From an optimization exercise on the open Yosys and OpenROAD flow, aimed at small area and few clock cycles; shortcuts taken in it are not production practice. Only simulation tests tie the RTL to the original design; equivalence was not proved. Power and IR drop assume default switching activity.

--- config.mk ---
export PLATFORM = sky130hd
export DESIGN_NAME = qdec_ctx_init
export DESIGN_NICKNAME = qdec_ctx_init
export VERILOG_FILES = /design/flow/design.v
export SDC_FILE = /design/flow/constraint.sdc
export NUM_CORES = 4
export LEC_CHECK = 0
export ABC_AREA = 1
export CAP_MARGIN = 20
export CORE_MARGIN = 2
export CORE_UTILIZATION = 35
export CTS_BUF_LIST = sky130_fd_sc_hd__clkbuf_2 sky130_fd_sc_hd__clkbuf_4
export GPL_TIMING_DRIVEN = 0
export SLEW_MARGIN = 20
export SYNTH_MEMORY_MAX_BITS = 65536
--- constraint.sdc ---
create_clock -name core_clock -period 10.0 [get_ports {clk}]
set_input_delay 2.0000 -clock core_clock [delete_from_list [all_inputs] [get_ports {clk}]]
set_output_delay 2.0000 -clock core_clock [all_outputs]
set_load 0.01 [all_outputs]
--- design.v ---
module qdec_ctx_init (
    input clk,
    input rst_n,
    input  logic       ctx_init_start,
    input  logic [5:0] qp,
    output logic [9:0] ctx_init_addr,
    output logic [6:0] ctx_init_wdata,
    output logic       ctx_init_we,
    output logic       ctx_init_done_intr
);
function automatic logic [7:0] ctx_init_value_rom(input logic [9:0] i);
    case(i)
    10'd0: ctx_init_value_rom = 8'd153;
    10'd1: ctx_init_value_rom = 8'd153;
    10'd2: ctx_init_value_rom = 8'd153;
    10'd3: ctx_init_value_rom = 8'd153;
    10'd4: ctx_init_value_rom = 8'd153;
    10'd5: ctx_init_value_rom = 8'd153;
    10'd6: ctx_init_value_rom = 8'd200;
    10'd7: ctx_init_value_rom = 8'd185;
    10'd8: ctx_init_value_rom = 8'd160;
    10'd9: ctx_init_value_rom = 8'd200;
    10'd10: ctx_init_value_rom = 8'd185;
    10'd11: ctx_init_value_rom = 8'd160;
    10'd12: ctx_init_value_rom = 8'd139;
    10'd13: ctx_init_value_rom = 8'd141;
    10'd14: ctx_init_value_rom = 8'd157;
    10'd15: ctx_init_value_rom = 8'd107;
    10'd16: ctx_init_value_rom = 8'd139;
    10'd17: ctx_init_value_rom = 8'd126;
    10'd18: ctx_init_value_rom = 8'd107;
    10'd19: ctx_init_value_rom = 8'd139;
    10'd20: ctx_init_value_rom = 8'd126;
    10'd21: ctx_init_value_rom = 8'd154;
    10'd22: ctx_init_value_rom = 8'd154;
    10'd23: ctx_init_value_rom = 8'd154;
    10'd24: ctx_init_value_rom = 8'd197;
    10'd25: ctx_init_value_rom = 8'd185;
    10'd26: ctx_init_value_rom = 8'd201;
    10'd27: ctx_init_value_rom = 8'd197;
    10'd28: ctx_init_value_rom = 8'd185;
    10'd29: ctx_init_value_rom = 8'd201;
    10'd30: ctx_init_value_rom = 8'd149;
    10'd31: ctx_init_value_rom = 8'd134;
    10'd32: ctx_init_value_rom = 8'd184;
    10'd33: ctx_init_value_rom = 8'd154;
    10'd34: ctx_init_value_rom = 8'd139;
    10'd35: ctx_init_value_rom = 8'd154;
    10'd36: ctx_init_value_rom = 8'd154;
    10'd37: ctx_init_value_rom = 8'd154;
    10'd38: ctx_init_value_rom = 8'd139;
    10'd39: ctx_init_value_rom = 8'd154;
    10'd40: ctx_init_value_rom = 8'd154;
    10'd41: ctx_init_value_rom = 8'd184;
    10'd42: ctx_init_value_rom = 8'd154;
    10'd43: ctx_init_value_rom = 8'd183;
    10'd44: ctx_init_value_rom = 8'd63;
    10'd45: ctx_init_value_rom = 8'd152;
    10'd46: ctx_init_value_rom = 8'd152;
    10'd47: ctx_init_value_rom = 8'd79;
    10'd48: ctx_init_value_rom = 8'd79;
    10'd49: ctx_init_value_rom = 8'd110;
    10'd50: ctx_init_value_rom = 8'd154;
    10'd51: ctx_init_value_rom = 8'd122;
    10'd52: ctx_init_value_rom = 8'd137;
    10'd53: ctx_init_value_rom = 8'd95;
    10'd54: ctx_init_value_rom = 8'd79;
    10'd55: ctx_init_value_rom = 8'd63;
    10'd56: ctx_init_value_rom = 8'd31;
    10'd57: ctx_init_value_rom = 8'd31;
    10'd58: ctx_init_value_rom = 8'd95;
    10'd59: ctx_init_value_rom = 8'd79;
    10'd60: ctx_init_value_rom = 8'd63;
    10'd61: ctx_init_value_rom = 8'd31;
    10'd62: ctx_init_value_rom = 8'd31;
    10'd63: ctx_init_value_rom = 8'd153;
    10'd64: ctx_init_value_rom = 8'd153;
    10'd65: ctx_init_value_rom = 8'd153;
    10'd66: ctx_init_value_rom = 8'd153;
    10'd67: ctx_init_value_rom = 8'd153;
    10'd68: ctx_init_value_rom = 8'd153;
    10'd69: ctx_init_value_rom = 8'd153;
    10'd70: ctx_init_value_rom = 8'd153;
    10'd71: ctx_init_value_rom = 8'd168;
    10'd72: ctx_init_value_rom = 8'd168;
    10'd73: ctx_init_value_rom = 8'd168;
    10'd74: ctx_init_value_rom = 8'd168;
    10'd75: ctx_init_value_rom = 8'd153;
    10'd76: ctx_init_value_rom = 8'd138;
    10'd77: ctx_init_value_rom = 8'd138;
    10'd78: ctx_init_value_rom = 8'd124;
    10'd79: ctx_init_value_rom = 8'd138;
    10'd80: ctx_init_value_rom = 8'd94;
    10'd81: ctx_init_value_rom = 8'd224;
    10'd82: ctx_init_value_rom = 8'd167;
    10'd83: ctx_init_value_rom = 8'd122;
    10'd84: ctx_init_value_rom = 8'd111;
    10'd85: ctx_init_value_rom = 8'd141;
    10'd86: ctx_init_value_rom = 8'd153;
    10'd87: ctx_init_value_rom = 8'd111;
    10'd88: ctx_init_value_rom = 8'd153;
    10'd89: ctx_init_value_rom = 8'd111;
    10'd90: ctx_init_value_rom = 8'd94;
    10'd91: ctx_init_value_rom = 8'd138;
    10'd92: ctx_init_value_rom = 8'd182;
    10'd93: ctx_init_value_rom = 8'd154;
    10'd94: ctx_init_value_rom = 8'd149;
    10'd95: ctx_init_value_rom = 8'd107;
    10'd96: ctx_init_value_rom = 8'd167;
    10'd97: ctx_init_value_rom = 8'd154;
    10'd98: ctx_init_value_rom = 8'd149;
    10'd99: ctx_init_value_rom = 8'd92;
    10'd100: ctx_init_value_rom = 8'd167;
    10'd101: ctx_init_value_rom = 8'd154;
    10'd102: ctx_init_value_rom = 8'd154;
    10'd103: ctx_init_value_rom = 8'd154;
    10'd104: ctx_init_value_rom = 8'd154;
    10'd105: ctx_init_value_rom = 8'd94;
    10'd106: ctx_init_value_rom = 8'd138;
    10'd107: ctx_init_value_rom = 8'd182;
    10'd108: ctx_init_value_rom = 8'd154;
    10'd109: ctx_init_value_rom = 8'd149;
    10'd110: ctx_init_value_rom = 8'd107;
    10'd111: ctx_init_value_rom = 8'd167;
    10'd112: ctx_init_value_rom = 8'd154;
    10'd113: ctx_init_value_rom = 8'd149;
    10'd114: ctx_init_value_rom = 8'd92;
    10'd115: ctx_init_value_rom = 8'd167;
    10'd116: ctx_init_value_rom = 8'd154;
    10'd117: ctx_init_value_rom = 8'd154;
    10'd118: ctx_init_value_rom = 8'd154;
    10'd119: ctx_init_value_rom = 8'd154;
    10'd120: ctx_init_value_rom = 8'd140;
    10'd121: ctx_init_value_rom = 8'd198;
    10'd122: ctx_init_value_rom = 8'd169;
    10'd123: ctx_init_value_rom = 8'd198;
    10'd124: ctx_init_value_rom = 8'd140;
    10'd125: ctx_init_value_rom = 8'd198;
    10'd126: ctx_init_value_rom = 8'd169;
    10'd127: ctx_init_value_rom = 8'd198;
    10'd128: ctx_init_value_rom = 8'd154;
    10'd129: ctx_init_value_rom = 8'd154;
    10'd130: ctx_init_value_rom = 8'd154;
    10'd131: ctx_init_value_rom = 8'd154;
    10'd132: ctx_init_value_rom = 8'd154;
    10'd133: ctx_init_value_rom = 8'd154;
    10'd134: ctx_init_value_rom = 8'd139;
    10'd135: ctx_init_value_rom = 8'd139;
    10'd136: ctx_init_value_rom = 8'd139;
    10'd137: ctx_init_value_rom = 8'd139;
    10'd138: ctx_init_value_rom = 8'd139;
    10'd139: ctx_init_value_rom = 8'd139;
    10'd140: ctx_init_value_rom = 8'd110;
    10'd141: ctx_init_value_rom = 8'd110;
    10'd142: ctx_init_value_rom = 8'd124;
    10'd143: ctx_init_value_rom = 8'd125;
    10'd144: ctx_init_value_rom = 8'd140;
    10'd145: ctx_init_value_rom = 8'd153;
    10'd146: ctx_init_value_rom = 8'd125;
    10'd147: ctx_init_value_rom = 8'd127;
    10'd148: ctx_init_value_rom = 8'd140;
    10'd149: ctx_init_value_rom = 8'd109;
    10'd150: ctx_init_value_rom = 8'd111;
    10'd151: ctx_init_value_rom = 8'd143;
    10'd152: ctx_init_value_rom = 8'd127;
    10'd153: ctx_init_value_rom = 8'd111;
    10'd154: ctx_init_value_rom = 8'd79;
    10'd155: ctx_init_value_rom = 8'd108;
    10'd156: ctx_init_value_rom = 8'd123;
    10'd157: ctx_init_value_rom = 8'd63;
    10'd158: ctx_init_value_rom = 8'd125;
    10'd159: ctx_init_value_rom = 8'd110;
    10'd160: ctx_init_value_rom = 8'd94;
    10'd161: ctx_init_value_rom = 8'd110;
    10'd162: ctx_init_value_rom = 8'd95;
    10'd163: ctx_init_value_rom = 8'd79;
    10'd164: ctx_init_value_rom = 8'd125;
    10'd165: ctx_init_value_rom = 8'd111;
    10'd166: ctx_init_value_rom = 8'd110;
    10'd167: ctx_init_value_rom = 8'd78;
    10'd168: ctx_init_value_rom = 8'd110;
    10'd169: ctx_init_value_rom = 8'd111;
    10'd170: ctx_init_value_rom = 8'd111;
    10'd171: ctx_init_value_rom = 8'd95;
    10'd172: ctx_init_value_rom = 8'd94;
    10'd173: ctx_init_value_rom = 8'd108;
    10'd174: ctx_init_value_rom = 8'd123;
    10'd175: ctx_init_value_rom = 8'd108;
    10'd176: ctx_init_value_rom = 8'd125;
    10'd177: ctx_init_value_rom = 8'd110;
    10'd178: ctx_init_value_rom = 8'd124;
    10'd179: ctx_init_value_rom = 8'd110;
    10'd180: ctx_init_value_rom = 8'd95;
    10'd181: ctx_init_value_rom = 8'd94;
    10'd182: ctx_init_value_rom = 8'd125;
    10'd183: ctx_init_value_rom = 8'd111;
    10'd184: ctx_init_value_rom = 8'd111;
    10'd185: ctx_init_value_rom = 8'd79;
    10'd186: ctx_init_value_rom = 8'd125;
    10'd187: ctx_init_value_rom = 8'd126;
    10'd188: ctx_init_value_rom = 8'd111;
    10'd189: ctx_init_value_rom = 8'd111;
    10'd190: ctx_init_value_rom = 8'd79;
    10'd191: ctx_init_value_rom = 8'd108;
    10'd192: ctx_init_value_rom = 8'd123;
    10'd193: ctx_init_value_rom = 8'd93;
    10'd194: ctx_init_value_rom = 8'd110;
    10'd195: ctx_init_value_rom = 8'd110;
    10'd196: ctx_init_value_rom = 8'd124;
    10'd197: ctx_init_value_rom = 8'd125;
    10'd198: ctx_init_value_rom = 8'd140;
    10'd199: ctx_init_value_rom = 8'd153;
    10'd200: ctx_init_value_rom = 8'd125;
    10'd201: ctx_init_value_rom = 8'd127;
    10'd202: ctx_init_value_rom = 8'd140;
    10'd203: ctx_init_value_rom = 8'd109;
    10'd204: ctx_init_value_rom = 8'd111;
    10'd205: ctx_init_value_rom = 8'd143;
    10'd206: ctx_init_value_rom = 8'd127;
    10'd207: ctx_init_value_rom = 8'd111;
    10'd208: ctx_init_value_rom = 8'd79;
    10'd209: ctx_init_value_rom = 8'd108;
    10'd210: ctx_init_value_rom = 8'd123;
    10'd211: ctx_init_value_rom = 8'd63;
    10'd212: ctx_init_value_rom = 8'd125;
    10'd213: ctx_init_value_rom = 8'd110;
    10'd214: ctx_init_value_rom = 8'd94;
    10'd215: ctx_init_value_rom = 8'd110;
    10'd216: ctx_init_value_rom = 8'd95;
    10'd217: ctx_init_value_rom = 8'd79;
    10'd218: ctx_init_value_rom = 8'd125;
    10'd219: ctx_init_value_rom = 8'd111;
    10'd220: ctx_init_value_rom = 8'd110;
    10'd221: ctx_init_value_rom = 8'd78;
    10'd222: ctx_init_value_rom = 8'd110;
    10'd223: ctx_init_value_rom = 8'd111;
    10'd224: ctx_init_value_rom = 8'd111;
    10'd225: ctx_init_value_rom = 8'd95;
    10'd226: ctx_init_value_rom = 8'd94;
    10'd227: ctx_init_value_rom = 8'd108;
    10'd228: ctx_init_value_rom = 8'd123;
    10'd229: ctx_init_value_rom = 8'd108;
    10'd230: ctx_init_value_rom = 8'd125;
    10'd231: ctx_init_value_rom = 8'd110;
    10'd232: ctx_init_value_rom = 8'd124;
    10'd233: ctx_init_value_rom = 8'd110;
    10'd234: ctx_init_value_rom = 8'd95;
    10'd235: ctx_init_value_rom = 8'd94;
    10'd236: ctx_init_value_rom = 8'd125;
    10'd237: ctx_init_value_rom = 8'd111;
    10'd238: ctx_init_value_rom = 8'd111;
    10'd239: ctx_init_value_rom = 8'd79;
    10'd240: ctx_init_value_rom = 8'd125;
    10'd241: ctx_init_value_rom = 8'd126;
    10'd242: ctx_init_value_rom = 8'd111;
    10'd243: ctx_init_value_rom = 8'd111;
    10'd244: ctx_init_value_rom = 8'd79;
    10'd245: ctx_init_value_rom = 8'd108;
    10'd246: ctx_init_value_rom = 8'd123;
    10'd247: ctx_init_value_rom = 8'd93;
    10'd248: ctx_init_value_rom = 8'd91;
    10'd249: ctx_init_value_rom = 8'd171;
    10'd250: ctx_init_value_rom = 8'd134;
    10'd251: ctx_init_value_rom = 8'd141;
    10'd252: ctx_init_value_rom = 8'd121;
    10'd253: ctx_init_value_rom = 8'd140;
    10'd254: ctx_init_value_rom = 8'd61;
    10'd255: ctx_init_value_rom = 8'd154;
    10'd256: ctx_init_value_rom = 8'd121;
    10'd257: ctx_init_value_rom = 8'd140;
    10'd258: ctx_init_value_rom = 8'd61;
    10'd259: ctx_init_value_rom = 8'd154;
    10'd260: ctx_init_value_rom = 8'd111;
    10'd261: ctx_init_value_rom = 8'd111;
    10'd262: ctx_init_value_rom = 8'd125;
    10'd263: ctx_init_value_rom = 8'd110;
    10'd264: ctx_init_value_rom = 8'd110;
    10'd265: ctx_init_value_rom = 8'd94;
    10'd266: ctx_init_value_rom = 8'd124;
    10'd267: ctx_init_value_rom = 8'd108;
    10'd268: ctx_init_value_rom = 8'd124;
    10'd269: ctx_init_value_rom = 8'd107;
    10'd270: ctx_init_value_rom = 8'd125;
    10'd271: ctx_init_value_rom = 8'd141;
    10'd272: ctx_init_value_rom = 8'd179;
    10'd273: ctx_init_value_rom = 8'd153;
    10'd274: ctx_init_value_rom = 8'd125;
    10'd275: ctx_init_value_rom = 8'd107;
    10'd276: ctx_init_value_rom = 8'd125;
    10'd277: ctx_init_value_rom = 8'd141;
    10'd278: ctx_init_value_rom = 8'd179;
    10'd279: ctx_init_value_rom = 8'd153;
    10'd280: ctx_init_value_rom = 8'd125;
    10'd281: ctx_init_value_rom = 8'd107;
    10'd282: ctx_init_value_rom = 8'd125;
    10'd283: ctx_init_value_rom = 8'd141;
    10'd284: ctx_init_value_rom = 8'd179;
    10'd285: ctx_init_value_rom = 8'd153;
    10'd286: ctx_init_value_rom = 8'd125;
    10'd287: ctx_init_value_rom = 8'd140;
    10'd288: ctx_init_value_rom = 8'd139;
    10'd289: ctx_init_value_rom = 8'd182;
    10'd290: ctx_init_value_rom = 8'd182;
    10'd291: ctx_init_value_rom = 8'd152;
    10'd292: ctx_init_value_rom = 8'd136;
    10'd293: ctx_init_value_rom = 8'd152;
    10'd294: ctx_init_value_rom = 8'd136;
    10'd295: ctx_init_value_rom = 8'd153;
    10'd296: ctx_init_value_rom = 8'd136;
    10'd297: ctx_init_value_rom = 8'd139;
    10'd298: ctx_init_value_rom = 8'd111;
    10'd299: ctx_init_value_rom = 8'd136;
    10'd300: ctx_init_value_rom = 8'd139;
    10'd301: ctx_init_value_rom = 8'd111;
    10'd302: ctx_init_value_rom = 8'd155;
    10'd303: ctx_init_value_rom = 8'd154;
    10'd304: ctx_init_value_rom = 8'd139;
    10'd305: ctx_init_value_rom = 8'd153;
    10'd306: ctx_init_value_rom = 8'd139;
    10'd307: ctx_init_value_rom = 8'd123;
    10'd308: ctx_init_value_rom = 8'd123;
    10'd309: ctx_init_value_rom = 8'd63;
    10'd310: ctx_init_value_rom = 8'd153;
    10'd311: ctx_init_value_rom = 8'd166;
    10'd312: ctx_init_value_rom = 8'd183;
    10'd313: ctx_init_value_rom = 8'd140;
    10'd314: ctx_init_value_rom = 8'd136;
    10'd315: ctx_init_value_rom = 8'd153;
    10'd316: ctx_init_value_rom = 8'd154;
    10'd317: ctx_init_value_rom = 8'd166;
    10'd318: ctx_init_value_rom = 8'd183;
    10'd319: ctx_init_value_rom = 8'd140;
    10'd320: ctx_init_value_rom = 8'd136;
    10'd321: ctx_init_value_rom = 8'd153;
    10'd322: ctx_init_value_rom = 8'd154;
    10'd323: ctx_init_value_rom = 8'd166;
    10'd324: ctx_init_value_rom = 8'd183;
    10'd325: ctx_init_value_rom = 8'd140;
    10'd326: ctx_init_value_rom = 8'd136;
    10'd327: ctx_init_value_rom = 8'd153;
    10'd328: ctx_init_value_rom = 8'd154;
    10'd329: ctx_init_value_rom = 8'd170;
    10'd330: ctx_init_value_rom = 8'd153;
    10'd331: ctx_init_value_rom = 8'd123;
    10'd332: ctx_init_value_rom = 8'd123;
    10'd333: ctx_init_value_rom = 8'd107;
    10'd334: ctx_init_value_rom = 8'd121;
    10'd335: ctx_init_value_rom = 8'd107;
    10'd336: ctx_init_value_rom = 8'd121;
    10'd337: ctx_init_value_rom = 8'd167;
    10'd338: ctx_init_value_rom = 8'd151;
    10'd339: ctx_init_value_rom = 8'd183;
    10'd340: ctx_init_value_rom = 8'd140;
    10'd341: ctx_init_value_rom = 8'd151;
    10'd342: ctx_init_value_rom = 8'd183;
    10'd343: ctx_init_value_rom = 8'd140;
    10'd344: ctx_init_value_rom = 8'd170;
    10'd345: ctx_init_value_rom = 8'd154;
    10'd346: ctx_init_value_rom = 8'd139;
    10'd347: ctx_init_value_rom = 8'd153;
    10'd348: ctx_init_value_rom = 8'd139;
    10'd349: ctx_init_value_rom = 8'd123;
    10'd350: ctx_init_value_rom = 8'd123;
    10'd351: ctx_init_value_rom = 8'd63;
    10'd352: ctx_init_value_rom = 8'd124;
    10'd353: ctx_init_value_rom = 8'd166;
    10'd354: ctx_init_value_rom = 8'd183;
    10'd355: ctx_init_value_rom = 8'd140;
    10'd356: ctx_init_value_rom = 8'd136;
    10'd357: ctx_init_value_rom = 8'd153;
    10'd358: ctx_init_value_rom = 8'd154;
    10'd359: ctx_init_value_rom = 8'd166;
    10'd360: ctx_init_value_rom = 8'd183;
    10'd361: ctx_init_value_rom = 8'd140;
    10'd362: ctx_init_value_rom = 8'd136;
    10'd363: ctx_init_value_rom = 8'd153;
    10'd364: ctx_init_value_rom = 8'd154;
    10'd365: ctx_init_value_rom = 8'd166;
    10'd366: ctx_init_value_rom = 8'd183;
    10'd367: ctx_init_value_rom = 8'd140;
    10'd368: ctx_init_value_rom = 8'd136;
    10'd369: ctx_init_value_rom = 8'd153;
    10'd370: ctx_init_value_rom = 8'd154;
    10'd371: ctx_init_value_rom = 8'd170;
    10'd372: ctx_init_value_rom = 8'd153;
    10'd373: ctx_init_value_rom = 8'd138;
    10'd374: ctx_init_value_rom = 8'd138;
    10'd375: ctx_init_value_rom = 8'd122;
    10'd376: ctx_init_value_rom = 8'd121;
    10'd377: ctx_init_value_rom = 8'd122;
    10'd378: ctx_init_value_rom = 8'd121;
    10'd379: ctx_init_value_rom = 8'd167;
    10'd380: ctx_init_value_rom = 8'd151;
    10'd381: ctx_init_value_rom = 8'd183;
    10'd382: ctx_init_value_rom = 8'd140;
    10'd383: ctx_init_value_rom = 8'd151;
    10'd384: ctx_init_value_rom = 8'd183;
    10'd385: ctx_init_value_rom = 8'd140;
    10'd386: ctx_init_value_rom = 8'd141;
    10'd387: ctx_init_value_rom = 8'd111;
    10'd388: ctx_init_value_rom = 8'd140;
    10'd389: ctx_init_value_rom = 8'd140;
    10'd390: ctx_init_value_rom = 8'd140;
    10'd391: ctx_init_value_rom = 8'd140;
    10'd392: ctx_init_value_rom = 8'd140;
    10'd393: ctx_init_value_rom = 8'd92;
    10'd394: ctx_init_value_rom = 8'd137;
    10'd395: ctx_init_value_rom = 8'd138;
    10'd396: ctx_init_value_rom = 8'd140;
    10'd397: ctx_init_value_rom = 8'd152;
    10'd398: ctx_init_value_rom = 8'd138;
    10'd399: ctx_init_value_rom = 8'd139;
    10'd400: ctx_init_value_rom = 8'd153;
    10'd401: ctx_init_value_rom = 8'd74;
    10'd402: ctx_init_value_rom = 8'd149;
    10'd403: ctx_init_value_rom = 8'd92;
    10'd404: ctx_init_value_rom = 8'd139;
    10'd405: ctx_init_value_rom = 8'd107;
    10'd406: ctx_init_value_rom = 8'd122;
    10'd407: ctx_init_value_rom = 8'd152;
    10'd408: ctx_init_value_rom = 8'd140;
    10'd409: ctx_init_value_rom = 8'd179;
    10'd410: ctx_init_value_rom = 8'd166;
    10'd411: ctx_init_value_rom = 8'd182;
    10'd412: ctx_init_value_rom = 8'd140;
    10'd413: ctx_init_value_rom = 8'd227;
    10'd414: ctx_init_value_rom = 8'd122;
    10'd415: ctx_init_value_rom = 8'd197;
    10'd416: ctx_init_value_rom = 8'd154;
    10'd417: ctx_init_value_rom = 8'd196;
    10'd418: ctx_init_value_rom = 8'd196;
    10'd419: ctx_init_value_rom = 8'd167;
    10'd420: ctx_init_value_rom = 8'd154;
    10'd421: ctx_init_value_rom = 8'd152;
    10'd422: ctx_init_value_rom = 8'd167;
    10'd423: ctx_init_value_rom = 8'd182;
    10'd424: ctx_init_value_rom = 8'd182;
    10'd425: ctx_init_value_rom = 8'd134;
    10'd426: ctx_init_value_rom = 8'd149;
    10'd427: ctx_init_value_rom = 8'd136;
    10'd428: ctx_init_value_rom = 8'd153;
    10'd429: ctx_init_value_rom = 8'd121;
    10'd430: ctx_init_value_rom = 8'd136;
    10'd431: ctx_init_value_rom = 8'd137;
    10'd432: ctx_init_value_rom = 8'd169;
    10'd433: ctx_init_value_rom = 8'd194;
    10'd434: ctx_init_value_rom = 8'd166;
    10'd435: ctx_init_value_rom = 8'd167;
    10'd436: ctx_init_value_rom = 8'd154;
    10'd437: ctx_init_value_rom = 8'd167;
    10'd438: ctx_init_value_rom = 8'd137;
    10'd439: ctx_init_value_rom = 8'd182;
    10'd440: ctx_init_value_rom = 8'd154;
    10'd441: ctx_init_value_rom = 8'd196;
    10'd442: ctx_init_value_rom = 8'd167;
    10'd443: ctx_init_value_rom = 8'd167;
    10'd444: ctx_init_value_rom = 8'd154;
    10'd445: ctx_init_value_rom = 8'd152;
    10'd446: ctx_init_value_rom = 8'd167;
    10'd447: ctx_init_value_rom = 8'd182;
    10'd448: ctx_init_value_rom = 8'd182;
    10'd449: ctx_init_value_rom = 8'd134;
    10'd450: ctx_init_value_rom = 8'd149;
    10'd451: ctx_init_value_rom = 8'd136;
    10'd452: ctx_init_value_rom = 8'd153;
    10'd453: ctx_init_value_rom = 8'd121;
    10'd454: ctx_init_value_rom = 8'd136;
    10'd455: ctx_init_value_rom = 8'd122;
    10'd456: ctx_init_value_rom = 8'd169;
    10'd457: ctx_init_value_rom = 8'd208;
    10'd458: ctx_init_value_rom = 8'd166;
    10'd459: ctx_init_value_rom = 8'd167;
    10'd460: ctx_init_value_rom = 8'd154;
    10'd461: ctx_init_value_rom = 8'd152;
    10'd462: ctx_init_value_rom = 8'd167;
    10'd463: ctx_init_value_rom = 8'd182;
    10'd464: ctx_init_value_rom = 8'd138;
    10'd465: ctx_init_value_rom = 8'd153;
    10'd466: ctx_init_value_rom = 8'd136;
    10'd467: ctx_init_value_rom = 8'd167;
    10'd468: ctx_init_value_rom = 8'd152;
    10'd469: ctx_init_value_rom = 8'd152;
    10'd470: ctx_init_value_rom = 8'd107;
    10'd471: ctx_init_value_rom = 8'd167;
    10'd472: ctx_init_value_rom = 8'd91;
    10'd473: ctx_init_value_rom = 8'd122;
    10'd474: ctx_init_value_rom = 8'd107;
    10'd475: ctx_init_value_rom = 8'd167;
    10'd476: ctx_init_value_rom = 8'd107;
    10'd477: ctx_init_value_rom = 8'd167;
    10'd478: ctx_init_value_rom = 8'd91;
    10'd479: ctx_init_value_rom = 8'd107;
    10'd480: ctx_init_value_rom = 8'd107;
    10'd481: ctx_init_value_rom = 8'd167;
    10'd482: ctx_init_value_rom = 8'd139;
    10'd483: ctx_init_value_rom = 8'd139;
    10'd484: ctx_init_value_rom = 8'd139;
    10'd485: ctx_init_value_rom = 8'd139;
    10'd486: ctx_init_value_rom = 8'd139;
    10'd487: ctx_init_value_rom = 8'd139;
    10'd488: ctx_init_value_rom = 8'd139;
    10'd489: ctx_init_value_rom = 8'd139;
    10'd490: ctx_init_value_rom = 8'd154;
    10'd491: ctx_init_value_rom = 8'd154;
    10'd492: ctx_init_value_rom = 8'd154;
    10'd493: ctx_init_value_rom = 8'd154;
    10'd494: ctx_init_value_rom = 8'd154;
    10'd495: ctx_init_value_rom = 8'd154;
    10'd496: ctx_init_value_rom = 8'd154;
    10'd497: ctx_init_value_rom = 8'd154;
    10'd498: ctx_init_value_rom = 8'd154;
    10'd499: ctx_init_value_rom = 8'd154;
    10'd500: ctx_init_value_rom = 8'd154;
    10'd501: ctx_init_value_rom = 8'd154;
    10'd502: ctx_init_value_rom = 8'd154;
    10'd503: ctx_init_value_rom = 8'd154;
    10'd504: ctx_init_value_rom = 8'd154;
    10'd505: ctx_init_value_rom = 8'd154;
    10'd506: ctx_init_value_rom = 8'd154;
    10'd507: ctx_init_value_rom = 8'd154;
    10'd508: ctx_init_value_rom = 8'd154;
    10'd509: ctx_init_value_rom = 8'd154;
    10'd510: ctx_init_value_rom = 8'd154;
    10'd511: ctx_init_value_rom = 8'd154;
    10'd512: ctx_init_value_rom = 8'd154;
    10'd513: ctx_init_value_rom = 8'd154;
    10'd514: ctx_init_value_rom = 8'd154;
    10'd515: ctx_init_value_rom = 8'd154;
    10'd516: ctx_init_value_rom = 8'd154;
    10'd517: ctx_init_value_rom = 8'd154;
    10'd518: ctx_init_value_rom = 8'd154;
    10'd519: ctx_init_value_rom = 8'd154;
    10'd520: ctx_init_value_rom = 8'd154;
    10'd521: ctx_init_value_rom = 8'd154;
    10'd522: ctx_init_value_rom = 8'd154;
    10'd523: ctx_init_value_rom = 8'd154;
    10'd524: ctx_init_value_rom = 8'd154;
    10'd525: ctx_init_value_rom = 8'd154;
    10'd526: ctx_init_value_rom = 8'd154;
    10'd527: ctx_init_value_rom = 8'd154;
    10'd528: ctx_init_value_rom = 8'd154;
    10'd529: ctx_init_value_rom = 8'd154;
    10'd530: ctx_init_value_rom = 8'd154;
    10'd531: ctx_init_value_rom = 8'd154;
    10'd532: ctx_init_value_rom = 8'd154;
    10'd533: ctx_init_value_rom = 8'd154;
    10'd534: ctx_init_value_rom = 8'd154;
    10'd535: ctx_init_value_rom = 8'd154;
    10'd536: ctx_init_value_rom = 8'd154;
    10'd537: ctx_init_value_rom = 8'd154;
    10'd538: ctx_init_value_rom = 8'd154;
    10'd539: ctx_init_value_rom = 8'd154;
    10'd540: ctx_init_value_rom = 8'd154;
    10'd541: ctx_init_value_rom = 8'd154;
    10'd542: ctx_init_value_rom = 8'd154;
    10'd543: ctx_init_value_rom = 8'd154;
    10'd544: ctx_init_value_rom = 8'd154;
    10'd545: ctx_init_value_rom = 8'd154;
    10'd546: ctx_init_value_rom = 8'd154;
    10'd547: ctx_init_value_rom = 8'd154;
    10'd548: ctx_init_value_rom = 8'd154;
    10'd549: ctx_init_value_rom = 8'd154;
    10'd550: ctx_init_value_rom = 8'd154;
    10'd551: ctx_init_value_rom = 8'd154;
    10'd552: ctx_init_value_rom = 8'd154;
    10'd553: ctx_init_value_rom = 8'd154;
    10'd554: ctx_init_value_rom = 8'd154;
    10'd555: ctx_init_value_rom = 8'd154;
    10'd556: ctx_init_value_rom = 8'd154;
    10'd557: ctx_init_value_rom = 8'd154;
    10'd558: ctx_init_value_rom = 8'd154;
    10'd559: ctx_init_value_rom = 8'd154;
    10'd560: ctx_init_value_rom = 8'd154;
    10'd561: ctx_init_value_rom = 8'd154;
    10'd562: ctx_init_value_rom = 8'd154;
    10'd563: ctx_init_value_rom = 8'd154;
    10'd564: ctx_init_value_rom = 8'd154;
    10'd565: ctx_init_value_rom = 8'd154;
    10'd566: ctx_init_value_rom = 8'd154;
    default: ctx_init_value_rom = 8'd0;
    endcase
endfunction
logic [9:0] cnt, cnt_dec;
logic       run;
logic       last;
assign last    = (cnt == 10'd0);
assign cnt_dec = cnt - 10'd1;
always_ff @(posedge clk)
    if (ctx_init_start) cnt <= 10'd566;
    else cnt <= cnt_dec;
always_ff @(posedge clk)
    if (!rst_n) run <= 1'b0;
    else run <= ctx_init_start | (run & ~last);
logic [7:0] init_value_next;
logic [3:0] slope_u, offset_r;
assign init_value_next = ctx_init_value_rom(cnt_dec);
assign slope_u  = init_value_next[7:4] + 4'd7;
assign offset_r = init_value_next[3:0];
logic [7:0]  qp5;
logic [12:0] y;
logic [8:0]  yq;
logic [6:0]  pre_c;
assign qp5   = {2'd0, qp} + {qp, 2'b00};
assign y     = {10'd0, slope_u[2:0]} * {5'd0, qp5} - (slope_u[3] ? {2'b0, qp5, 3'b000} : 13'd0)
             + {2'd0, offset_r, 7'd0} + 13'd4096;
assign yq    = y[12:4];
assign pre_c = (yq < 9'd273) ? 7'd1 : (yq > 9'd398) ? 7'd126 : (yq[6:0] - 7'd16);
logic [6:0] wdata_r;
always_ff @(posedge clk)
    if (ctx_init_start) wdata_r <= 7'd1;
    else wdata_r <= {pre_c[5:0] ^ {6{~pre_c[6]}}, pre_c[6]};
assign ctx_init_addr      = cnt;
assign ctx_init_wdata     = wdata_r;
assign ctx_init_we        = run;
assign ctx_init_done_intr = run & last;
endmodule
--- flow/run.sh ---
#!/bin/bash
# Own flow: the standard ORFS flow (standard.sh), with two changes:
#  - synthesis maps the logic with an area-oriented ABC script (flow/abc_area.script) and leaves
#    adders to ABC instead of mapping them to full/half-adder cells; the registers, their
#    names and cells are as in the standard synthesis;
#  - the port buffers are sky130_fd_sc_hd__buf_1 (every input and output port still gets one).
# Each step's full output goes to its own log here (own_synth.log, own_finish.log) and to
# ORFS's logs under orfs/logs.
set -euo pipefail
W=$(pwd)
cp -r "$FLOW_HOME/scripts" "$W/scripts_own"
cp "$W/flow/abc_area.script" "$W/scripts_own/abc_area.script"
bash "$W/standard.sh" SCRIPTS_DIR="$W/scripts_own" ADDER_MAP_FILE= synth > "$W/own_synth.log" 2>&1
bash "$W/standard.sh" "BUFFER_PORTS_ARGS=-buffer_cell sky130_fd_sc_hd__buf_1" finish > "$W/own_finish.log" 2>&1
--- flow/abc_area.script ---
strash
&get -n
&deepsyn -T 30
&put
dch
amap
topo
strash
dch
amap
topo
--- standard.sh ---
#!/bin/bash
# synth_recipe.tcl (not shown) runs the flow's synth.tcl, then flattens the netlist and writes it again
# the make line also repeats each setting of config.mk as NAME=value (left out here)
make -C /OpenROAD-flow-scripts/flow DESIGN_CONFIG=/design/flow/config.mk WORK_HOME=/design/flow/orfs CLKGATE_MAP_FILE= SYNTH_SCRIPT=/design/flow/synth_recipe.tcl "${@:-finish}"
==> flow_summary.json, run 1 <==
{
  "drtIter0Drc": 1320,
  "ant_nets": 0,
  "fin_crit_sh_pct": 95.6,
  "ios": 28,
  "setup_slack_ps": 441,
  "dpl_cell_area_um2": 4940,
  "layout_common_cells": "nor2_1, nor3_1, o21ai_0",
  "yosysSeqAreaShare_pct": 8.08,
  "antenna_found_initial": 2,
  "fin_area_um2": 5220,
  "ctsHoldBuffers": 0,
  "synth-edff-count": 0,
  "ys_types": 42,
  "pre_cts_ws_ps": -1630,
  "synth_area_um2": 4460,
  "crit_slowest_cell": "nor2_1",
  "crit_top_cell": "nor2_1",
  "synth_flop_cell": "dfxtp_1",
  "num_vias": 7675,
  "slew_violations": 0,
  "cap_violations": 0,
  "syn_nets": 863,
  "synth_top_family_by_area": "simple AND/OR/NAND/NOR gates",
  "port_buffers": 27,
  "hold_viol_final": 0,
  "ir_drop_mv": 0.122,
  "wl_per_cell_um": 28.5,
  "layout.nets": 910,
  "p_per_area_nw_per_um2": 125,
  "route.detailed.drc": 0,
  "fmax_ghz": 0.105,
  "dpl.hpwl_um": 22300,
  "dieArea_um2": 13700,
  "min_period_ps": 9560,
  "totalPowerFinal_mw": 0.651,
  "synth_xor_area_share_pct": 0,
  "clock_path_buffers": 2,
  "h-tree-depth": 1,
  "grt_pass1_vias": 6602,
  "yosysWarnings": 1,
  "cp-end-kind": "register",
  "core-area_um2": 12500,
  "relSlewSlack_pct": 29.7,
  "critPathMaxStageDelay_ps": 920,
  "rows": 41,
  "synth_compound_area_share_pct": 40.7,
  "cts.clk_slew.worst_paths_ps": 110,
  "tightest_slew_ps": 1050,
  "synthAdderAreaFrac_pct": 0,
  "grt_pass1_wl_um": 43400,
  "hold_slack_ps": 622,
  "cts_root_buf": "clkbuf_4",
  "fp.dieH_um": 117,
  "rsz0062_at_grt": "no",
  "synthMuxAreaShare_pct": 0,
  "cts_tree": "built",
  "cts_num_sinks": 18,
  "final_common_cell": "nor2_1",
  "crit_arrival_ps": 9730,
  "start_util_pct": 35.6,
  "synthSimpleGateAreaFrac_pct": 44.4,
  "required_ps": 10170,
  "finalSetupViolations": 0,
  "drtPass1Iterations": 7,
  "avgViaCountPerCell": 7.15,
  "ys_ff_latch": 18,
  "area_delta_synth_final_pct": 17.0,
  "status": "finished clean",
  "clock_latency_ps": 300,
  "grt_max_degree": 45,
  "fp.dieW_um": 117,
  "path_class": "reg -> reg",
  "routabilityCongestion": 1.12,
  "grt.overflow.total": 0,
  "synth-async-reset-ratio_pct": 0,
  "path_max_fanout": 10,
  "grt.total_usage_pct": 43.5,
  "routed_wl_um": 30600,
  "tns_ps": 0,
  "p_leak_nw": 1.80,
  "startpoint_type": "register",
  "drive_gt1_share_pct": 7.67,
  "worstHoldPathType": "reg -> reg",
  "fin_skew_ps": 5.73,
  "numCtsBuffers": 3,
  "synth_area_per_cell_um2": 5.22,
  "netlist_instances": 854
}
## state kept, by name (all words and copies together), names as in the netlist
| signal | cells |
|---|---|
| wdata_r | 7 |
| cnt | 10 |
| run | 1 |
## critical path: cells and delay by family, from the launching register on
family                 cells  cell delay, ps
buffers and inverters      4             860
AND/OR/NAND/NOR           24            3700
AO/OA/AOI/OAI             17            4250
flip-flops                 1             570
## cell type report
cell class                 count  area, um^2
antenna                        2        5.00
clock buffer                   3        22.5
clock inverter                 1        3.75
fill                        1475        7300
inverter                      80         342
multi-input combinational    757        3970
sequential                    18         373
tap                          172         215
timing repair buffer          41         287
## worst paths after layout
path / slack (ps) / from / cells past startpoint / to
worst max-delay path: 440 / cnt[2] / 45 / wdata_r[6]
worst min-delay path: 620 / run / 3 / run
worst max register to register: 440 / cnt[2] / 45 / wdata_r[6]
worst min register to register: 620 / run / 3 / run
## per-layer routing
layer	share of wire (%)	wire length, um	up-vias	track usage [%]
met4	9.9	3020	0	30.0
met1	34	10500	3424	53.0
met3	16	4940	274	17.0
met2	40	12200	746	62.9
li1	-	-	3231	-
met5	0	0	-	0
## repair_timing
item,4_1_cts,5_1_grt
endpoints found under the setup margin,7,7
setup buffers,0,9
gates resized for setup,22,41
pin swaps,0,3
gates cloned,0,1
## cells by family (layout without fill, tap and decap cells)
group | after synthesis | after routing
compound gates | 282 | 283
buf+inv | 80 | 125
flops | 18 | 18
other cells | 0 | 2
simple gates | 474 | 474
## power breakdown
part	leakage, nW	switching, mW	internal [mW]
Sequential	0.150	0.0133	0.0876
Clock	0.0154	0.0235	0.0146
Combinational	1.63	0.357	0.155
Total	1.80	0.394	0.257
## Yosys cell counts, types with 3 or more instances
| library cell | instances | share of area, % |
|---|---|---|
| o22a_1 | 7 | 1.4 |
| o221ai_1 | 3 | 0.59 |
| dfxtp_1 | 18 | 8.1 |
| a2111oi_0 | 4 | 0.79 |
| o31ai_1 | 3 | 0.50 |
| a311oi_1 | 7 | 1.4 |
| a31oi_1 | 23 | 3.2 |
| clkinv_1 | 80 | 6.7 |
| nor2_1 | 286 | 24 |
| nor3_1 | 74 | 8.3 |
| a21o_1 | 8 | 1.3 |
| a22oi_1 | 4 | 0.67 |
| or2_0 | 9 | 1.3 |
| or3_1 | 7 | 0.98 |
| o21ai_0 | 77 | 8.6 |
| a211oi_1 | 10 | 1.7 |
| nor4_1 | 15 | 2.1 |
| a21oi_1 | 54 | 6.1 |
| nand2_1 | 69 | 5.8 |
| o32a_1 | 6 | 1.3 |
| o32ai_1 | 7 | 1.4 |
| o22ai_1 | 26 | 3.6 |
| o21a_1 | 16 | 2.7 |
| nand3_1 | 4 | 0.45 |
| a221oi_1 | 8 | 1.6 |
| o211ai_1 | 4 | 0.67 |
## through the flow
| stage | std cells | util, % |
|---|---|---|
| after floorplan | 854 | - |
| after global placement | 1053 | 38.2 |
| after detailed placement | 1058 | 39.5 |
| after CTS | 1062 | 40.1 |
| after global routing | 1072 | 41.7 |
| final | 1074 | 41.7 |
Testbench counts, summed over its fixed seeds: cycles 36,296.
==> run 2: changes to the inputs <==
--- a/design.v
+++ b/design.v
@@ -597,11 +597,10 @@
 assign slope_u  = init_value_next[7:4] + 4'd7;
 assign offset_r = init_value_next[3:0];
-logic [7:0]  qp5;
+logic [12:0] uq;
 logic [12:0] y;
 logic [8:0]  yq;
 logic [6:0]  pre_c;
-assign qp5   = {2'd0, qp} + {qp, 2'b00};
-assign y     = {10'd0, slope_u[2:0]} * {5'd0, qp5} - (slope_u[3] ? {2'b0, qp5, 3'b000} : 13'd0)
-             + {2'd0, offset_r, 7'd0} + 13'd4096;
+assign uq    = {10'd0, slope_u[2:0]} * {7'd0, qp} - (slope_u[3] ? {4'b0, qp, 3'b000} : 13'd0);
+assign y     = uq + {uq[10:0], 2'b00} + {2'd0, offset_r, 7'd0} + 13'd4096;
 assign yq    = y[12:4];
 assign pre_c = (yq < 9'd273) ? 7'd1 : (yq > 9'd398) ? 7'd126 : (yq[6:0] - 7'd16);
==> flow_summary.json, run 2 <==
{
  "r2r_cells": 42,
  "synth_area_um2": 4370,
  "dr_wl_met3_um": 4790,
  "ys_top_cells_by_area": "nor2_1, o21ai_0, dfxtp_1",
  "cp-end-kind": "register",
  "min_period_ps": 9220,
  "startpoint_type": "register",
  "slew_violations": 0,
  "top_regs": "cnt: 10 flops, wdata_r: 7 flops, run: 1 flops",
  "synth_area_per_cell_um2": 5.17,
  "drtIter0Drc": 1361,
  "avgViaCountPerCell": 6.92,
  "layout_common_cells": "nor2_1, o21ai_0, clkinv_1",
  "p_per_area_nw_per_um2": 185,
  "fmax_ghz": 0.109,
  "wl_per_cell_um": 26.7,
  "required_ps": 10150,
  "clock_path_buffers": 2,
  "grt_pass1_wl_um": 40900,
  "fp.dieH_um": 116,
  "relSlewSlack_pct": 13.4,
  "synth_top_area_share_pct": 22.8,
  "drive_gt1_share_pct": 7.38,
  "regArea_um2": 372,
  "area_delta_synth_final_pct": 17.1,
  "ios": 28,
  "largest_register": "cnt",
  "synth-async-reset-ratio_pct": 0,
  "ant_nets": 0,
  "grt.overflow.total": 0,
  "routabilityCongestion": 1.18,
  "worstHoldPathType": "reg -> reg",
  "n_antenna_cell": 0,
  "stdcell_count": 1062,
  "ys_ff_latch": 18,
  "p_sw_share_pct": 63.1,
  "tightest_slew_ps": 1290,
  "fin_skew_ps": 8.65,
  "cap_violations": 0,
  "synthTopCellsByCount": "nor2_1, o21ai_0, clkinv_1",
  "final_common_cell": "nor2_1",
  "highest-signal-layer": "met5",
  "hold_viol_final": 0,
  "largest_reg_flops": 10,
  "drtPass1Iterations": 7,
  "h-tree-depth": 1,
  "final_util_pct": 42.3,
  "grt.total_usage_pct": 41.2,
  "netlist_instances": 846,
  "grt_pass1_vias": 6461,
  "fin_crit_sh_pct": 92.2,
  "dpl_cell_area_um2": 4810,
  "cts_tree": "built",
  "p_clk_share_pct": 3.9,
  "multi_input_area_um2": 3820,
  "cts_num_sinks": 18,
  "synth_flop_cell": "dfxtp_1",
  "fin_area_um2": 5120,
  "port_buffers": 27,
  "yosysSeqAreaShare_pct": 8.24,
  "p_seq_share_pct": 11.1,
  "grt_max_degree": 33,
  "antenna_found_initial": 3,
  "numCtsBuffers": 3,
  "synth_area_leader_cell": "nor2_1",
  "path_max_fanout": 21,
  "wl_met2_um": 10700,
  "route.detailed.drc": 0,
  "hold_depth": 3,
  "switching_power_mw": 0.597,
  "intPower_mw": 0.349,
  "nFillCells": 1420,
  "syn_nets": 855,
  "combPwrFrac_pct": 84.9,
  "p_leak_nw": 1.65,
  "yosysWarnings": 1,
  "routed_wl_um": 28300,
  "rows": 40,
  "start_util_pct": 36.1,
  "crit_slowest_cell": "nor3_1",
  "finalSetupViolations": 0,
  "num_vias": 7344,
  "critPathMaxStageDelay_ps": 1030,
  "path_class": "reg -> reg",
  "fp.dieW_um": 116,
  "synth-edff-count": 0,
  "clock_latency_ps": 300,
  "wl_met1_um": 10100,
  "dieArea_um2": 13400,
  "synth_most_common_cell": "nor2_1",
  "dp_cells": 1046,
  "cts.clk_slew.worst_paths_ps": 110,
  "ir_drop_mv": 0.136,
  "dpl.hpwl_um": 20700,
  "crit_top_cell": "nor2_1",
  "layout.nets": 904,
  "status": "finished clean",
  "cts_root_buf": "clkbuf_4",
  "ys_types": 41,
  "core-area_um2": 12100,
  "crit_arrival_ps": 9370
}
## run 2: cell count changes in the layout (fill, tap and decap cells not counted), sizes merged, moves of 7 or more
cell / previous run / this run
clkinv: 71 / 82
nand3: 4 / 14
o311ai: 2 / 12
a21oi: 55 / 70
o21a: 16 / 8
nor3: 74 / 51
o21ai: 77 / 107
nor2: 286 / 266
nor4: 15 / 5
o22ai: 26 / 11
or2: 9 / 2
## run 2: final timing paths
| path | startpoint | to | slack [ps] |
|---|---|---|---|
| worst max-delay path | cnt[0] | wdata_r[2] | 780 |
| worst min-delay path | run | run | 600 |
| worst max register to register | cnt[0] | wdata_r[2] | 780 |
| worst min register to register | run | run | 600 |
## run 2: area by class of cell
class / count / share of cell area [%]
Multi-Input combinational cell: 736 / 74.7
Inverter: 93 / 7.63
Sequential cell: 18 / 7.26
Timing Repair Buffer: 42 / 5.65
Tap cell: 168 / 4.11
Clock buffer: 3 / 0.440
Timing Repair inverter: 1 / 0.0978
Clock inverter: 1 / 0.0733
## run 2: worst max-delay path, delay by kind of cell (launching register included)
kind	cells	cell delay, ps
AOI/OAI and AO/OA	18	3760
buffers and inverters	5	970
DFF	1	470
and+or+nand+nor	19	3820
## run 2: what timing repair did
action | in CTS | in global routing
pin swaps | 0 | 3
endpoints found under the setup margin | 7 | 7
gates cloned | 0 | 2
setup buffers | 0 | 10
hold buffers | 0 | 0
gates resized for setup | 14 | 39
## run 2: per-layer routing
layer  vias to the layer above  global-route usage, %
met2                       749                   56.8
met1                      3148                   50.9
met5                         -                      0
li1                       3178                      -
met3                       267                   20.9
met4                         2                   25.2
## run 2: kinds of logic (layout without fill, tap and decap cells)
kind of cell | Yosys count | in the layout | share of synthesized area (%)
compound gates | 306 | 306 | 43.6
buf+inv | 93 | 140 | 7.99
flops | 18 | 18 | 8.24
simple gates | 429 | 430 | 40.2
## run 2: metrics by stage
step	power (mW)	worst slack, ps	TNS, ps	hold slack, ps
floorplan	0.646	517	0	613
global placement	0.842	-4850	-33180	579
detailed placement	0.834	-1200	-7650	585
CTS	0.882	4.40	0	599
global route	1.02	-31.0	-31.0	618
finish	0.946	785	0	602
## run 2: power groups by stage
stage | clock network, mW | registers, mW | logic (mW)
after floorplan | 0 | 0.108 | 0.538
after global placement | 0 | 0.106 | 0.736
after detailed placement | 0 | 0.106 | 0.728
after CTS | 0.0381 | 0.105 | 0.739
after global routing | 0.0417 | 0.106 | 0.875
final | 0.0372 | 0.105 | 0.803
Testbench counts of run 2, summed over its fixed seeds: cycles 36,296.
==> run 3: changes to the inputs <==
--- a/config.mk
+++ b/config.mk
@@ -9,5 +9,5 @@
 export CAP_MARGIN = 20
 export CORE_MARGIN = 2
-export CORE_UTILIZATION = 35
+export CORE_UTILIZATION = 40
 export CTS_BUF_LIST = sky130_fd_sc_hd__clkbuf_2 sky130_fd_sc_hd__clkbuf_4
 export GPL_TIMING_DRIVEN = 0
==> flow_summary.json, run 3 <==
{
  "status": "finished clean",
  "grt_max_degree": 33,
  "antenna_found_initial": 1,
  "cts_tree": "built",
  "dieArea_um2": 11800,
  "relSlewSlack_pct": 35.5,
  "clock_latency_ps": 300,
  "ios": 28,
  "layout_common_cells": "nor2_1, o21ai_0, clkinv_1",
  "yosysSeqAreaShare_pct": 8.24,
  "fmax_ghz": 0.104,
  "route.detailed.drc": 0,
  "setup_slack_ps": 371,
  "crit_buf_inv": 4,
  "routabilityCongestion": 1.15,
  "synth_most_common_cell": "nor2_1",
  "critPathMaxStageDelay_ps": 640,
  "synth_area_leader_cell": "nor2_1",
  "wl_per_cell_um": 27.6,
  "final_util_pct": 48.6,
  "stdcell_count": 1050,
  "yosysWarnings": 1,
  "synth-async-reset-ratio_pct": 0,
  "ant_nets": 0,
  "avgViaCountPerCell": 7.39,
  "cts.clk_slew.worst_paths_ps": 110,
  "drive_gt1_share_pct": 9.67,
  "fin_skew_ps": 1.58,
  "routed_wl_um": 29000,
  "cts_num_sinks": 18,
  "pre_cts_ws_ps": -1240,
  "dp_cells": 1017,
  "top_regs": "cnt: 10 flops, wdata_r: 7 flops, run: 1 flops",
  "crit_top_cell": "nor2_1",
  "path_max_fanout": 31,
  "dpl.hpwl_um": 20600,
  "tightest_slew_ps": 964,
  "numCtsBuffers": 3,
  "port_buffers": 27,
  "netlist_instances": 846,
  "core-area_um2": 10700,
  "area_delta_synth_final_pct": 19.4,
  "min_period_ps": 9630,
  "largest_register": "cnt",
  "tns_ps": 0,
  "cp-end-kind": "register",
  "rsz0062_at_grt": "no",
  "finalSetupViolations": 0,
  "synth-edff-count": 0,
  "synth_top_area_share_pct": 22.8,
  "crit_arrival_ps": 9820,
  "crit_slowest_cell": "o311ai_0",
  "rows": 38,
  "n_antenna_cell": 0,
  "syn_nets": 855,
  "largest_reg_flops": 10,
  "start_util_pct": 40.7,
  "ctsHoldBuffers": 0,
  "ys_ff_latch": 18,
  "slew_violations": 0,
  "grt.total_usage_pct": 47.2,
  "synth_area_um2": 4370,
  "ys_top_cells_by_area": "nor2_1, o21ai_0, dfxtp_1",
  "path_class": "reg -> reg",
  "synthTopCellsByCount": "nor2_1, o21ai_0, clkinv_1",
  "ys_types": 41,
  "cap_violations": 0,
  "hold_viol_final": 0,
  "p_per_area_nw_per_um2": 188,
  "synth_flop_cell": "dfxtp_1",
  "p_leak_nw": 1.73,
  "num_vias": 7760,
  "ir_drop_mv": 0.241,
  "grt.overflow.total": 0,
  "fin_crit_sh_pct": 96.3,
  "nFillCells": 1188,
  "fp.dieH_um": 109,
  "cts_root_buf": "clkbuf_4",
  "required_ps": 10190,
  "clock_path_buffers": 2,
  "crit_family": "compound AO/OA/AOI/OAI gates",
  "final_common_cell": "nor2_1",
  "drtPass1Iterations": 14,
  "startpoint_type": "register",
  "synth_area_per_cell_um2": 5.17,
  "grt_pass1_vias": 6638,
  "layout.nets": 920,
  "worstHoldPathType": "reg -> reg",
  "fp.dieW_um": 109,
  "grt_pass1_wl_um": 41000,
  "h-tree-depth": 1,
  "drtIter0Drc": 1552
}
[run 3: area by class of cell]
cell class | instances | area, um^2 | area share, %
clock inverters | 1 | 3.75 | 0.0719
clock buffers | 3 | 22.5 | 0.432
well taps | 140 | 175 | 3.36
multi-input cells | 736 | 3840 | 73.7
inverters | 93 | 408 | 7.82
repair buffers | 58 | 389 | 7.46
flip-flops and latches | 18 | 372 | 7.12
repair inverters | 1 | 5.00 | 0.0959
[run 3: cell families (layout without fill, tap and decap cells)]
group	after synthesis	after routing	synth area share [%]
AOI/OAI and AO/OA	306	306	43.6
buffers and inverters	93	156	7.99
DFF	18	18	8.24
and+or+nand+nor	429	430	40.2
[run 3: routing by layer]
metal,track usage [%],wire length (um)
met1,57.2,9690
met2,66.7,10900
met3,24.1,5410
met4,26.8,2960
met5,0,32
[run 3: timing repair]
item / CTS / global route
pin swaps: 0 / 6
hold endpoints to repair: 0 / 0
buffers inserted: 0 / 27
gates resized for setup: 17 / 47
endpoints found under the setup margin: 7 / 7
gates cloned: 0 / 2
[run 3: final timing paths]
kind           from    endpoint  cells after the start  slack (ps)
max reg2reg  cnt[2]  wdata_r[5]                     45         370
min             run         run                      3         610
max          cnt[2]  wdata_r[5]                     45         370
min reg2reg     run         run                      3         610
[run 3: stage by stage]
step	cell area (um^2)	power [mW]	hold slack, ps
3_3_place_gp	4650	0.819	572
6_report	5220	0.981	607
5_1_grt	5220	1.05	643
3_5_place_dp	4760	0.849	595
4_1_cts	4850	0.891	610
2_1_floorplan	4370	0.646	613
[run 3: where the power goes]
| group | switching, mW | leakage [nW] | internal [mW] |
|---|---|---|---|
| registers | 0.0177 | 0.149 | 0.0909 |
| clock network | 0.0246 | 0.0154 | 0.0146 |
| logic | 0.585 | 1.57 | 0.248 |
[run 3: worst register-to-register path, delay by kind of cell (launching register included)]
| kind | cells | cell delay [ps] |
|---|---|---|
| AO/OA/AOI/OAI | 22 | 4690 |
| buffers and inverters | 4 | 1160 |
| flip-flops | 1 | 470 |
| AND/OR/NAND/NOR | 19 | 3190 |
==> run 4: changes to the inputs <==
--- a/design.v
+++ b/design.v
@@ -597,9 +597,26 @@
 assign slope_u  = init_value_next[7:4] + 4'd7;
 assign offset_r = init_value_next[3:0];
+logic [12:0] qp3;
+logic [12:0] ua, ub;
 logic [12:0] uq;
 logic [12:0] y;
 logic [8:0]  yq;
 logic [6:0]  pre_c;
-assign uq    = {10'd0, slope_u[2:0]} * {7'd0, qp} - (slope_u[3] ? {4'b0, qp, 3'b000} : 13'd0);
+assign qp3 = {7'd0, qp} + {6'd0, qp, 1'b0};
+always_comb
+    case (slope_u[1:0])
+    2'd0: ua = 13'd0;
+    2'd1: ua = {7'd0, qp};
+    2'd2: ua = {6'd0, qp, 1'b0};
+    default: ua = qp3;
+    endcase
+always_comb
+    case (slope_u[3:2])
+    2'd0: ub = 13'd0;
+    2'd1: ub = {5'd0, qp, 2'b00};
+    2'd2: ub = 13'd0 - {4'd0, qp, 3'b000};
+    default: ub = 13'd0 - {5'd0, qp, 2'b00};
+    endcase
+assign uq    = ua + ub;
 assign y     = uq + {uq[10:0], 2'b00} + {2'd0, offset_r, 7'd0} + 13'd4096;
 assign yq    = y[12:4];
--- a/config.mk
+++ b/config.mk
@@ -9,5 +9,5 @@
 export CAP_MARGIN = 20
 export CORE_MARGIN = 2
-export CORE_UTILIZATION = 40
+export CORE_UTILIZATION = 30
 export CTS_BUF_LIST = sky130_fd_sc_hd__clkbuf_2 sky130_fd_sc_hd__clkbuf_4
 export GPL_TIMING_DRIVEN = 0
==> flow_summary.json, run 4 <==
{
  "status": "finished clean",
  "cts.clk_slew.worst_paths_ps": 90,
  "grt_most_used_layer": "met2",
  "fin_area_um2": 5220,
  "path_max_fanout": 16,
  "dpl_cell_area_um2": 4760,
  "synth-edff-count": 0,
  "totalPowerFinal_mw": 0.578,
  "fin_crit_sh_pct": 89.6,
  "nFillCells": 1705,
  "ios": 28,
  "cp-end-kind": "register",
  "grt.overflow.total": 0,
  "top_regs": "cnt: 10 flops, wdata_r: 7 flops, run: 1 flops",
  "reg2reg_from": "cnt[2]",
  "regToRegSetupSlack_ps": 1040,
  "avgViaCountPerCell": 6.81,
  "required_ps": 10200,
  "ys_types": 39,
  "hold_viol_final": 0,
  "synth_top_area_share_pct": 23.0,
  "cts_root_buf": "clkbuf_4",
  "min_period_ps": 8960,
  "ys_ff_latch": 18,
  "layout.nets": 896,
  "largest_reg_flops": 10,
  "port_buffers": 27,
  "synth-async-reset-ratio_pct": 0,
  "grt_pass1_vias": 6710,
  "route.detailed.drc": 0,
  "tns_ps": 0,
  "fin_skew_ps": 1.26,
  "drive_gt1_share_pct": 10.0,
  "crit_top_cell": "nor2_1",
  "crit_arrival_ps": 9160,
  "r2r_cells": 48,
  "synth_area_per_cell_um2": 5.22,
  "met2_usage_pct": 59.1,
  "start_util_pct": 30.3,
  "numCtsBuffers": 3,
  "slew_violations": 0,
  "wl_per_cell_um": 29.8,
  "crit_slowest_cell": "dfxtp_4",
  "cap_violations": 0,
  "drtPass1Iterations": 6,
  "path_class": "reg -> reg",
  "worstSetupStartpoint": "cnt[2]",
  "num_vias": 7287,
  "fp.dieH_um": 124,
  "clock_path_buffers": 2,
  "rows": 44,
  "p_per_area_nw_per_um2": 111,
  "syn_nets": 842,
  "stdcell_count": 1070,
  "ant_nets": 0,
  "use_met1_pct": 46.1,
  "relSlewSlack_pct": 20.3,
  "synth_most_common_cell": "nor2_1",
  "tightest_slew_ps": 1170,
  "n_antenna_cell": 0,
  "cts_tree": "built",
  "drtIter0Drc": 1234,
  "final_common_cell": "nor2_1",
  "p_leak_nw": 1.77,
  "clock_latency_ps": 280,
  "synthTopCellsByCount": "nor2_1, clkinv_1, o21ai_0",
  "finalSetupViolations": 0,
  "rr_endpoint": "wdata_r[1]",
  "use_met3_pct": 9.62,
  "routed_wl_um": 31900,
  "hold_depth": 3,
  "rsz0062_at_grt": "no",
  "worstHoldPathType": "reg -> reg",
  "dieArea_um2": 15500,
  "layout_common_cells": "nor2_1, clkinv_1, o21ai_0",
  "critPathMaxStageDelay_ps": 580,
  "routabilityCongestion": 1.12,
  "largest_register": "cnt",
  "startpoint_type": "register",
  "synth_area_um2": 4350,
  "yosysSeqAreaShare_pct": 8.28,
  "hold_slack_ps": 608,
  "yosysWarnings": 1,
  "netlist_instances": 833,
  "ys_top_cells_by_area": "nor2_1, o21ai_0, dfxtp_1",
  "synth_area_leader_cell": "nor2_1",
  "cts_num_sinks": 18,
  "synth_flop_cell": "dfxtp_1",
  "fp.dieW_um": 124,
  "grt.total_usage_pct": 38.0,
  "h-tree-depth": 1,
  "dp_cells": 1047,
  "ir_drop_mv": 0.111,
  "grt_max_degree": 39,
  "area_delta_synth_final_pct": 19.9,
  "dpl.hpwl_um": 23200,
  "fmax_ghz": 0.112,
  "grt_pass1_wl_um": 44500,
  "antenna_found_initial": 0,
  "core-area_um2": 14400,
  "crit_end": "wdata_r[1]"
}
[run 4: routing by layer]
layer	wire [um]	vias to the layer above
li1	-	3158
met1	11300	3287
met2	13300	635
met3	4250	207
met4	3060	0
met5	0	-
[run 4: logic make-up after synthesis]
logic type	Yosys count	synth area share (%)
compound gates	287	42.1
flops	18	8.28
xor+xnor	1	0.201
buf+inv	90	7.77
simple gates	437	41.7
[run 4: power breakdown]
group | switching, mW | total [mW] | internal (mW)
clock | 0.0203 | 0.0348 | 0.0145
combinational | 0.314 | 0.441 | 0.128
sequential | 0.0150 | 0.101 | 0.0864
total | 0.349 | 0.578 | 0.228
[run 4: area by class of cell]
type / count / area, um^2 / area share, %
multi-input cells: 726 / 3890 / 74.6
inverters: 90 / 379 / 7.27
flip-flops and latches: 18 / 377 / 7.22
repair buffers: 48 / 310 / 5.95
well taps: 184 / 230 / 4.41
clock buffers: 3 / 22.5 / 0.432
clock inverters: 1 / 3.75 / 0.0720
[run 4: worst min-delay path by stage]
stage	end	start	slack, ps
after floorplan	run	run	610
after detailed placement	run	run	590
after CTS	run	run	600
after global routing	run	run	660
final	run	run	610
after global placement	run	run	580
[run 4: timing repair]
action                     4_1_cts  5_1_grt
cloned                           0        1
resized for setup               32       58
setup endpoints to repair        7        7
buffers inserted                 2       16
pin swaps                        2        6
hold buffers                     0        0
[run 4: metrics by stage]
step	setup slack (ps)	util, %
6_report	1040	36.3
5_1_grt	26.2	36.3
4_1_cts	3.67	34.1
3_5_place_dp	-2280	33.1
3_3_place_gp	-5330	32.6
2_1_floorplan	471	-
[run 4: critical path: cells and delay by family, from the launching register on]
family                 cells  cell delay, ps
buffers and inverters      5             880
and+or+nand+nor           28            4360
DFF                        1             580
AOI/OAI and AO/OA         15            3000
Testbench counts of run 4, summed over its fixed seeds: cycles 36,296.
==> run 5: changes to the inputs <==
--- a/config.mk
+++ b/config.mk
@@ -10,5 +10,5 @@
 export CORE_MARGIN = 2
 export CORE_UTILIZATION = 30
-export CTS_BUF_LIST = sky130_fd_sc_hd__clkbuf_2 sky130_fd_sc_hd__clkbuf_4
+export CTS_BUF_LIST = sky130_fd_sc_hd__clkbuf_4
 export GPL_TIMING_DRIVEN = 0
 export SLEW_MARGIN = 20
==> flow_summary.json, run 5 <==
{
  "p_leak_nw": 1.77,
  "start_util_pct": 30.3,
  "dpl_cell_area_um2": 4760,
  "hold_viol_final": 0,
  "numCtsBuffers": 3,
  "grt.total_usage_pct": 38.0,
  "n_antenna_cell": 0,
  "top_regs": "cnt: 10 flops, wdata_r: 7 flops, run: 1 flops",
  "dieArea_um2": 15500,
  "avgViaCountPerCell": 6.81,
  "reg2reg_from": "cnt[2]",
  "cts.clk_slew.worst_paths_ps": 90,
  "synth-async-reset-ratio_pct": 0,
  "ys_types": 39,
  "ys_ff_latch": 18,
  "tightest_slew_ps": 1170,
  "status": "finished clean",
  "pre_cts_ws_ps": -2280,
  "synth-edff-count": 0,
  "crit_buf_inv": 5,
  "critPathMaxStageDelay_ps": 580,
  "cap_violations": 0,
  "grt_max_degree": 39,
  "synth_top_area_share_pct": 23.0,
  "yosysSeqAreaShare_pct": 8.28,
  "worstHoldPathType": "reg -> reg",
  "startpoint_type": "register",
  "cts_num_sinks": 18,
  "area_delta_synth_final_pct": 19.9,
  "num_vias": 7287,
  "min_period_ps": 8960,
  "layout_common_cells": "nor2_1, clkinv_1, o21ai_0",
  "fin_crit_sh_pct": 89.6,
  "worstSetupStartpoint": "cnt[2]",
  "ys_top_cells_by_area": "nor2_1, o21ai_0, dfxtp_1",
  "drtPass1Iterations": 6,
  "cts_tree": "built",
  "crit_family": "simple AND/OR/NAND/NOR gates",
  "grt.overflow.total": 0,
  "largest_register": "cnt",
  "regArea_um2": 377,
  "synth_area_um2": 4350,
  "layout.nets": 896,
  "nFillCells": 1705,
  "multi_input_area_um2": 3890,
  "routabilityCongestion": 1.12,
  "dpl.hpwl_um": 23200,
  "path_class": "reg -> reg",
  "path_max_fanout": 16,
  "fp.dieW_um": 124,
  "relSlewSlack_pct": 20.3,
  "routed_wl_um": 31900,
  "drtIter0Drc": 1234,
  "rows": 44,
  "grt_pass1_vias": 6710,
  "netlist_instances": 833,
  "yosysWarnings": 1,
  "setup_slack_ps": 1040,
  "wl_per_cell_um": 29.8,
  "ir_drop_mv": 0.111,
  "totalPowerFinal_mw": 0.578,
  "cts_root_buf": "clkbuf_4",
  "ios": 28,
  "cp-end-kind": "register",
  "largest_reg_flops": 10,
  "synth_area_leader_cell": "nor2_1",
  "ant_nets": 0,
  "crit_slowest_cell": "dfxtp_4",
  "required_ps": 10200,
  "h-tree-depth": 1,
  "rsz0062_at_grt": "no",
  "antenna_found_initial": 0,
  "synth_most_common_cell": "nor2_1",
  "clock_latency_ps": 280,
  "synthTopCellsByCount": "nor2_1, clkinv_1, o21ai_0",
  "fp.dieH_um": 124,
  "final_common_cell": "nor2_1",
  "drive_gt1_share_pct": 10.0,
  "crit_top_cell": "nor2_1",
  "port_buffers": 27,
  "grt_pass1_wl_um": 44500,
  "slew_violations": 0,
  "core-area_um2": 14400,
  "fmax_ghz": 0.112,
  "synth_area_per_cell_um2": 5.22,
  "crit_arrival_ps": 9160,
  "p_per_area_nw_per_um2": 111,
  "fin_area_um2": 5220,
  "synth_flop_cell": "dfxtp_1",
  "route.detailed.drc": 0,
  "final_util_pct": 36.3,
  "finalSetupViolations": 0,
  "clock_path_buffers": 2,
  "hold_start": "run",
  "syn_nets": 842,
  "fin_skew_ps": 1.26
}
-- run 5: cell counts in the layout (fill, tap and decap cells not counted) --
No cell type changed its count.
-- run 5: metrics by stage --
stage	cells	hold slack, ps	setup TNS [ps]
floorplan	833	613	0
finish	1070	608	0
global route	1070	663	0
detailed placement	1047	587	-15060
global placement	1044	582	-36420
CTS	1053	601	0
-- run 5: metal layers --
layer	wire (um)	track usage (%)	share of wire, %	vias to the layer above
li1	-	-	-	3158
met1	11300	46.1	35	3287
met2	13300	59.1	42	635
met3	4250	9.62	13	207
met4	3060	25.1	9.6	0
met5	0	0	0	-
-- run 5: what timing repair did --
item	in CTS	in global routing
resized for setup	32	58
pin swaps	2	6
setup buffers	2	16
endpoints found under the setup margin	7	7
hold buffers	0	0
gates cloned	0	1
-- run 5: worst paths after layout --
check,end,slack [ps],cells past startpoint
worst min register to register,run,610,3
worst min-delay path,run,610,3
worst max register to register,wdata_r[1],1040,48
worst max-delay path,wdata_r[1],1040,48
-- run 5: worst register-to-register path, delay by kind of cell (launching register included) --
family,cells,cell delay [ps]
DFF,1,580
AOI/OAI and AO/OA,15,3010
buffers and inverters,5,910
and+or+nand+nor,28,4370
-- run 5: kinds of logic (layout without fill, tap and decap cells) --
logic type             count (synthesis)  in the layout  share of synthesized area (%)
AO/OA/AOI/OAI                        287            287                           42.1
AND/OR/NAND/NOR                      437            438                           41.7
buffers and inverters                 90            142                           7.77
XOR/XNOR                               1              1                          0.201
flip-flops                            18             18                           8.28
-- run 5: power breakdown --
part           internal, mW  switching, mW  leakage [nW]
Combinational         0.128          0.314          1.60
Sequential           0.0864         0.0150         0.150
Clock                0.0145         0.0203        0.0154
Total                 0.228          0.349          1.77
-- run 5: area by class of cell --
type / instances / area share [%]
well taps: 184 / 4.41
clock buffers: 3 / 0.432
flip-flops and latches: 18 / 7.22
inverters: 90 / 7.27
repair buffers: 48 / 5.95
multi-input cells: 726 / 74.6
clock inverters: 1 / 0.0720

port drivers added, routing unchanged:
The results above use ideal ports. As a check the final layouts listed here were re-extracted and re-timed, cells and wires unchanged. Step 1 sets driving cells, clkbuf_16 on the clock port and buf_2 on the other inputs (assumed; they add their load-dependent delay and slew). Step 2 moves the port delays by t, midway between the first and last clock arrival at a register: inputs arrive t later, outputs are due t later. That takes back most of the time a late clock gives input paths. Three values: ideal ports, drivers, drivers and shift; two values: the first two.
run | t (ns) | setup WS [ns] | worst hold slack (ns) | clock arrival spread, ns
run 1 | 0.322 | 0.441 / 0.441 / 0.441 | 0.622 / 0.622 / 0.622 | 0.006 / 0.006
run 2 | 0.315 | 0.785 / 0.785 / 0.785 | 0.602 / 0.602 / 0.602 | 0.009 / 0.009
run 3 | 0.324 | 0.371 / 0.371 / 0.371 | 0.607 / 0.607 / 0.607 | 0.002 / 0.002
run 4 | 0.297 | 1.036 / 1.036 / 1.036 | 0.608 / 0.608 / 0.608 | 0.001 / 0.001
run 5 | 0.297 | 1.036 / 1.036 / 1.036 | 0.608 / 0.608 / 0.608 | 0.001 / 0.001
After both steps every run listed still meets setup and hold.
